Context: an optimization exercise on an open-source flow, tuned for small area. The choices shown serve that exercise and are no tape-out recipe.
In this exercise RTL edits were held to simulation tests only and were not proved equivalent to the original.
Power and IR drop assume default switching activity.

==> flow/design.v <==
module scheduler (
    input wire clk,
    input wire rst,
    input wire [13:0] spike_packet,
    input wire spike_packet_valid,
    output reg spike_packet_ready,
    input wire read_request,
    output reg [255:0] current_tick_spikes,
    input wire clear_request,
    output wire error,
    input wire error_ack,
    output wire [3:0] current_tick,
    output wire [7:0] error_status
);
    wire [3:0] delivery_tick = spike_packet[13:10];
    wire [7:0] axon_id = spike_packet[9:2];
    reg in_err;
    reg err;        
    reg stat2;      
    reg [16:0] lfsr;  
    reg [15:0] tick_oh;   
    assign error = err;
    assign error_status = {5'b0, stat2, 1'b0, err};
    genvar b;
    generate
        for (b = 0; b < 4; b = b + 1) begin : g_enc
            wire [15:0] m;
            genvar k;
            for (k = 0; k < 16; k = k + 1) begin : g_m
                assign m[k] = tick_oh[k] & (((k >> b) & 1) != 0);
            end
            assign current_tick[b] = |m;
        end
    endgenerate
    wire in_write = ~spike_packet_ready & ~in_err;
    wire [15:0] dt_oh = 16'd1 << delivery_tick;
    wire hit_cur = |(dt_oh & tick_oh);
    wire timeout = (lfsr == 17'h1ff01);
    wire conflict = read_request & clear_request;
    always @(posedge clk or posedge rst) begin
        if (rst) begin
            spike_packet_ready <= 1'b1;
            in_err <= 1'b0;
            err <= 1'b0;
            stat2 <= 1'b0;
            tick_oh <= 16'd1;
        end else begin
            if (spike_packet_ready) begin
                if (spike_packet_valid) begin
                    spike_packet_ready <= 1'b0;
                    if (hit_cur) begin
                        in_err <= 1'b1;
                        err <= 1'b1;
                        stat2 <= 1'b0;
                    end
                end
            end else if (!in_err) begin
                spike_packet_ready <= 1'b1;
            end else if (timeout || error_ack) begin
                spike_packet_ready <= 1'b1;
                in_err <= 1'b0;
                err <= 1'b0;
                stat2 <= timeout;
            end
            if (clear_request)
                tick_oh <= {tick_oh[14:0], tick_oh[15]};
            if (conflict) begin
                err <= 1'b1;
                stat2 <= 1'b1;
            end
        end
    end
    always @(posedge clk)
        lfsr <= in_err ? {lfsr[15:0], ~(lfsr[16] ^ lfsr[13])} : 17'd0;
    reg phase;
    reg ok;
    reg pw_v;           
    reg [3:0] pw_row;
    reg [7:0] pw_col;
    reg pc_v;           
    wire cur_w = in_write;
    wire cur_c = clear_request;
    always @(posedge clk or posedge rst) begin
        if (rst) begin
            phase <= 1'b1;
            ok <= 1'b0;
            pw_v <= 1'b0;
            pc_v <= 1'b0;
        end else begin
            phase <= ~phase;
            ok <= 1'b1;
            pw_v <= ~phase & cur_w & ~(cur_c & hit_cur);
            pc_v <= ~phase & cur_c;
        end
    end
    always @(posedge clk) begin
        pw_row <= delivery_tick;
        pw_col <= axon_id;
    end
    wire [3:0] w_row = pw_v ? pw_row : delivery_tick;
    wire [7:0] w_col = pw_v ? pw_col : axon_id;
    wire w_v = pw_v | cur_w;
    wire [15:0] w_row_oh = 16'd1 << w_row;
    wire [255:0] w_col_oh = 256'd1 << w_col;
    wire [15:0] prev_oh = {tick_oh[0], tick_oh[15:1]};
    wire [15:0] cur_clr = cur_c ? tick_oh : 16'd0;
    wire [15:0] row_clr = cur_clr | (pc_v ? prev_oh : 16'd0) | {16{~ok}};
    wire [15:0] row_set = (w_v ? w_row_oh : 16'd0) & ~cur_clr;
    wire [15:0] row_rd = tick_oh & {16{read_request & ok}};
    wire [255:0] row_q [0:15];
    genvar r, g, c;
    generate
        for (r = 0; r < 16; r = r + 1) begin : g_row
            reg [255:0] row;
            wire clr = phase & row_clr[r];
            wire set = phase & row_set[r];
            always @(posedge clk)
                row <= ~((row | {256{clr}}) & ~(w_col_oh & {256{set}}));
            assign row_q[r] = row;
        end
    endgenerate
    wire [255:0] rd_grp [0:4];
    generate
        for (g = 0; g < 5; g = g + 1) begin : g_grp
            for (c = 0; c < 256; c = c + 1) begin : g_col
                spike_rd3 u_rd3 (
                    .s0(row_q[3*g][c]), .e0(row_rd[3*g]),
                    .s1(row_q[3*g+1][c]), .e1(row_rd[3*g+1]),
                    .s2(row_q[3*g+2][c]), .e2(row_rd[3*g+2]),
                    .y(rd_grp[g][c])
                );
            end
        end
    endgenerate
    wire [255:0] rd_s = ~(rd_grp[0] & rd_grp[1] & rd_grp[2] & rd_grp[3] &
                          rd_grp[4]) | (row_q[15] & {256{row_rd[15]}});
    wire fwd = pw_v & |(w_row_oh & tick_oh);
    wire [255:0] rd_data = ((rd_s ^ {256{phase}}) & {256{ok}}) |
                           (w_col_oh & {256{fwd}});
    always @(posedge clk or posedge rst) begin
        if (rst)
            current_tick_spikes <= 256'd0;
        else if (read_request)
            current_tick_spikes <= rd_data;
    end
endmodule
module spike_rd3 (
    input wire s0, input wire e0,
    input wire s1, input wire e1,
    input wire s2, input wire e2,
    output wire y
);
    assign y = ~((s0 & e0) | (s1 & e1) | (s2 & e2));
endmodule
Settings: LEC_CHECK=0, CAP_MARGIN=20, CORE_MARGIN=2, CORE_UTILIZATION=65, SLEW_MARGIN=20, SYNTH_HIERARCHICAL=1, SYNTH_MINIMUM_KEEP_SIZE=0; clock period 7.0 ns.
standard.sh (not shown) runs the stock make flow with config.mk's settings and CLKGATE_MAP_FILE= SYNTH_SCRIPT=/design/flow/synth_recipe.tcl, a recipe that flattens the netlist after the stock synthesis.
==> flow/flow/run.sh <==
#!/bin/bash
# Standard synthesis; its combinational logic re-mapped for area (flip-flops
# and the read mux's a222oi cells untouched); then the standard layout with clock tree synthesis that inserts
# no dummy loads and clusters more sinks per clock buffer, and small port buffers.
set -euo pipefail
R=orfs/results/sky130hd/scheduler/base
YOSYS=$(command -v yosys || echo "$FLOW_HOME/../tools/install/yosys/bin/yosys")

bash standard.sh synth > synth.log 2>&1

cp $R/1_2_yosys.v $R/1_2_yosys_standard.v
LIB_FILE=$FLOW_HOME/platforms/sky130hd/lib/sky130_fd_sc_hd__tt_025C_1v80.lib \
IN_NETLIST=$R/1_2_yosys_standard.v OUT_NETLIST=$R/1_2_yosys.v TOP=$FLOW_TOP \
OUT_DIR=$PWD ABC_SCRIPT=$PWD/flow/area.abc KEEP_CELLS=sky130_fd_sc_hd__a222oi_1 \
  "$YOSYS" -c flow/remap.tcl > remap.log 2>&1
rm -f $R/1_synth.odb $R/1_synth.sdc

bash standard.sh \
  "CTS_ARGS=-sink_clustering_enable -repair_clock_nets -dont_use_dummy_load -buf_list sky130_fd_sc_hd__clkbuf_8 -sink_clustering_size 16 -sink_clustering_max_diameter 70" \
  "BUFFER_PORTS_ARGS=-buffer_cell sky130_fd_sc_hd__buf_1" \
  "${FINAL_TARGET:-finish}" > finish.log 2>&1
==> flow/flow/area.abc <==
&get -n
&st
&dc2
&dch
&nf -a
&put
==> flow/flow/remap.tcl <==
# Re-map the combinational logic of the standard synthesis netlist with an
# area-oriented ABC script. Flip-flops and tie cells are kept as they are
# (same instances, names and cell types); only the gates between them change.
# Cells listed in KEEP_CELLS are kept too.
set lib $::env(LIB_FILE)
yosys read_liberty -ignore_miss_func $lib
yosys read_verilog $::env(IN_NETLIST)
yosys hierarchy -top $::env(TOP)
yosys setattr -mod -set blackbox 1 sky130_fd_sc_hd__df*
yosys setattr -mod -set blackbox 1 sky130_fd_sc_hd__conb*
# cells the design's own modules were mapped to, kept as they are
if {[info exists ::env(KEEP_CELLS)]} {
  foreach c $::env(KEEP_CELLS) { yosys setattr -mod -set blackbox 1 $c }
}
yosys flatten
yosys delete t:\$scopeinfo
yosys rename -hide w:_*_.*
yosys opt_clean
yosys tee -o $::env(OUT_DIR)/remap_before.stat stat -liberty $lib
yosys abc -script $::env(ABC_SCRIPT) -liberty $lib -dont_use *lpflow* -dont_use *probe* -D 7000
yosys setundef -zero
yosys hilomap -singleton -hicell sky130_fd_sc_hd__conb_1 HI -locell sky130_fd_sc_hd__conb_1 LO
yosys splitnets
yosys opt_clean -purge
yosys insbuf -buf sky130_fd_sc_hd__buf_1 A X
yosys opt_clean -purge
yosys rename -enumerate -pattern rm_%_
yosys tee -o $::env(OUT_DIR)/remap_after.stat stat -liberty $lib
yosys write_verilog -noattr -nohex -nodec $::env(OUT_NETLIST)
Next try:
- CORE_UTILIZATION: 65 -> 60
Cell area stays flat.
Worst setup slack is better by 0.14 ns.
Register-to-register slack improved by 0.14 ns.
Power stays flat.
Critical path depth does not change.
Next try:
--- a/flow/flow/run.sh
+++ b/flow/flow/run.sh
@@ -19 +19 @@
-  "CTS_ARGS=-sink_clustering_enable -repair_clock_nets -dont_use_dummy_load -buf_list sky130_fd_sc_hd__clkbuf_8 -sink_clustering_size 16 -sink_clustering_max_diameter 70" \
+  "CTS_ARGS=-sink_clustering_enable -repair_clock_nets -dont_use_dummy_load -buf_list sky130_fd_sc_hd__clkbuf_8 -sink_clustering_size 18 -sink_clustering_max_diameter 50" \
- CORE_UTILIZATION: 60 -> 65
The new run ran to the end with no violations.
Wire length drops by a few percent.
Area after synthesis is unchanged.
Worst hold slack loses 0.061 ns.
Final area stays flat.
Worst setup slack gets worse by 0.20 ns.
Synthesized cell count does not change.
First-iteration DRC count rises by roughly a tenth.

Setup of trial 83:
Another version of the RTL of scheduler (not shown whole).
Size: about 12000 cells after synthesis, about 290 I/O pins, ~140000 sq um of cells after synthesis.
clock: 7.0 ns
lec_check: 0
cap_margin: 20
core_margin: 2
core_utilization: 60
slew_margin: 20
==> flow/flow/run.sh <==
#!/bin/bash
# Standard synthesis; its combinational logic re-mapped for area (flip-flops
# untouched); then the standard layout with clock tree synthesis that inserts
# no dummy loads and clusters more sinks per clock buffer, and small port buffers.
set -euo pipefail
R=orfs/results/sky130hd/scheduler/base
YOSYS=$(command -v yosys || echo "$FLOW_HOME/../tools/install/yosys/bin/yosys")

bash standard.sh synth > synth.log 2>&1

cp $R/1_2_yosys.v $R/1_2_yosys_standard.v
LIB_FILE=$FLOW_HOME/platforms/sky130hd/lib/sky130_fd_sc_hd__tt_025C_1v80.lib \
IN_NETLIST=$R/1_2_yosys_standard.v OUT_NETLIST=$R/1_2_yosys.v TOP=$FLOW_TOP \
OUT_DIR=$PWD ABC_SCRIPT=$PWD/flow/area.abc \
  "$YOSYS" -c flow/remap.tcl > remap.log 2>&1
rm -f $R/1_synth.odb $R/1_synth.sdc

bash standard.sh \
  "CTS_ARGS=-sink_clustering_enable -repair_clock_nets -dont_use_dummy_load -buf_list sky130_fd_sc_hd__clkbuf_8 -sink_clustering_size 16 -sink_clustering_max_diameter 70" \
  "BUFFER_PORTS_ARGS=-buffer_cell sky130_fd_sc_hd__buf_1" \
  "${FINAL_TARGET:-finish}" > finish.log 2>&1
Scripts as last shown in full above: flow/flow/area.abc, flow/flow/remap.tcl
### trial 83 -> build 54
- CORE_UTILIZATION now 55, was 60
-- flow/flow/run.sh --
<<< trial 83, line 19
  "CTS_ARGS=-sink_clustering_enable -repair_clock_nets -dont_use_dummy_load -buf_list sky130_fd_sc_hd__clkbuf_8 -sink_clustering_size 16 -sink_clustering_max_diameter 70" \
>>> build 54, line 19
  "CTS_ARGS=-sink_clustering_enable -repair_clock_nets -dont_use_dummy_load -buf_list sky130_fd_sc_hd__clkbuf_8 -sink_clustering_size 18 -sink_clustering_max_diameter 50" \
<<< trial 83, line 21
  "${FINAL_TARGET:-finish}" > finish.log 2>&1
>>> build 54, line 21
  finish > finish.log 2>&1
==> flow/flow/area.abc <==
&get -n
&st
&dch
&nf -a
&put
-- flow/flow/remap.tcl --
<<< trial 83, line 4
# Cells listed in KEEP_CELLS are kept too.
>>> build 54, line 4
<<< trial 83, line 11
# cells the design's own modules were mapped to, kept as they are
if {[info exists ::env(KEEP_CELLS)]} {
  foreach c $::env(KEEP_CELLS) { yosys setattr -mod -set blackbox 1 $c }
}
>>> build 54, line 10
<<< trial 83, line 17
yosys rename -hide w:_*_.*
>>> build 54, line 12
<<< trial 83, line 25
yosys insbuf -buf sky130_fd_sc_hd__buf_1 A X
yosys opt_clean -purge
>>> build 54, line 19
==> run summary <==
- X dimension of the die ended up 22 um higher on build 54 than on trial 83.
- First-iteration DRC count improves in build 54 relative to trial 83.
- Cell area was lower in the run labelled trial 83.

-- port drivers added, routing unchanged --
How much do the figures lean on ideal ports? The routed layouts below were timed once more, with nothing changed but the port constraints. Step 1 sets driving cells, clkbuf_16 on the clock port and buf_2 on the other inputs (assumed; they add their load-dependent delay and slew). Step 2 adds t to the input delays and takes it off the output delays; t is the mean of the earliest and latest rising clock arrival at the registers after step 1. Input paths then give back, and output paths get back, about the clock's delay inside the block. Three values: ideal ports, drivers, drivers and shift; two values: the first two.
run	shift t [ns]	setup WS [ns]	clock arrival spread, ns	pins driven straight from the clock port
the first run of note 1	1.210	2.221 / 2.221 / 1.520	0.079 / 0.079	1
the second run of note 1	1.209	2.360 / 2.360 / 1.589	0.078 / 0.078	1
the third run of note 1	1.234	2.161 / 2.161 / 1.545	0.077 / 0.077	1
trial 83	1.245	1.998 / 1.895 / 1.785	0.087 / 0.088	1
build 54	1.235	2.092 / 1.978 / 1.660	0.107 / 0.108	1
After both steps setup and hold are still met in every run listed. For the second run of note 1, which loses most, drivers alone change the setup slack by 0.000 ns; drivers and shift together by -0.771 ns.
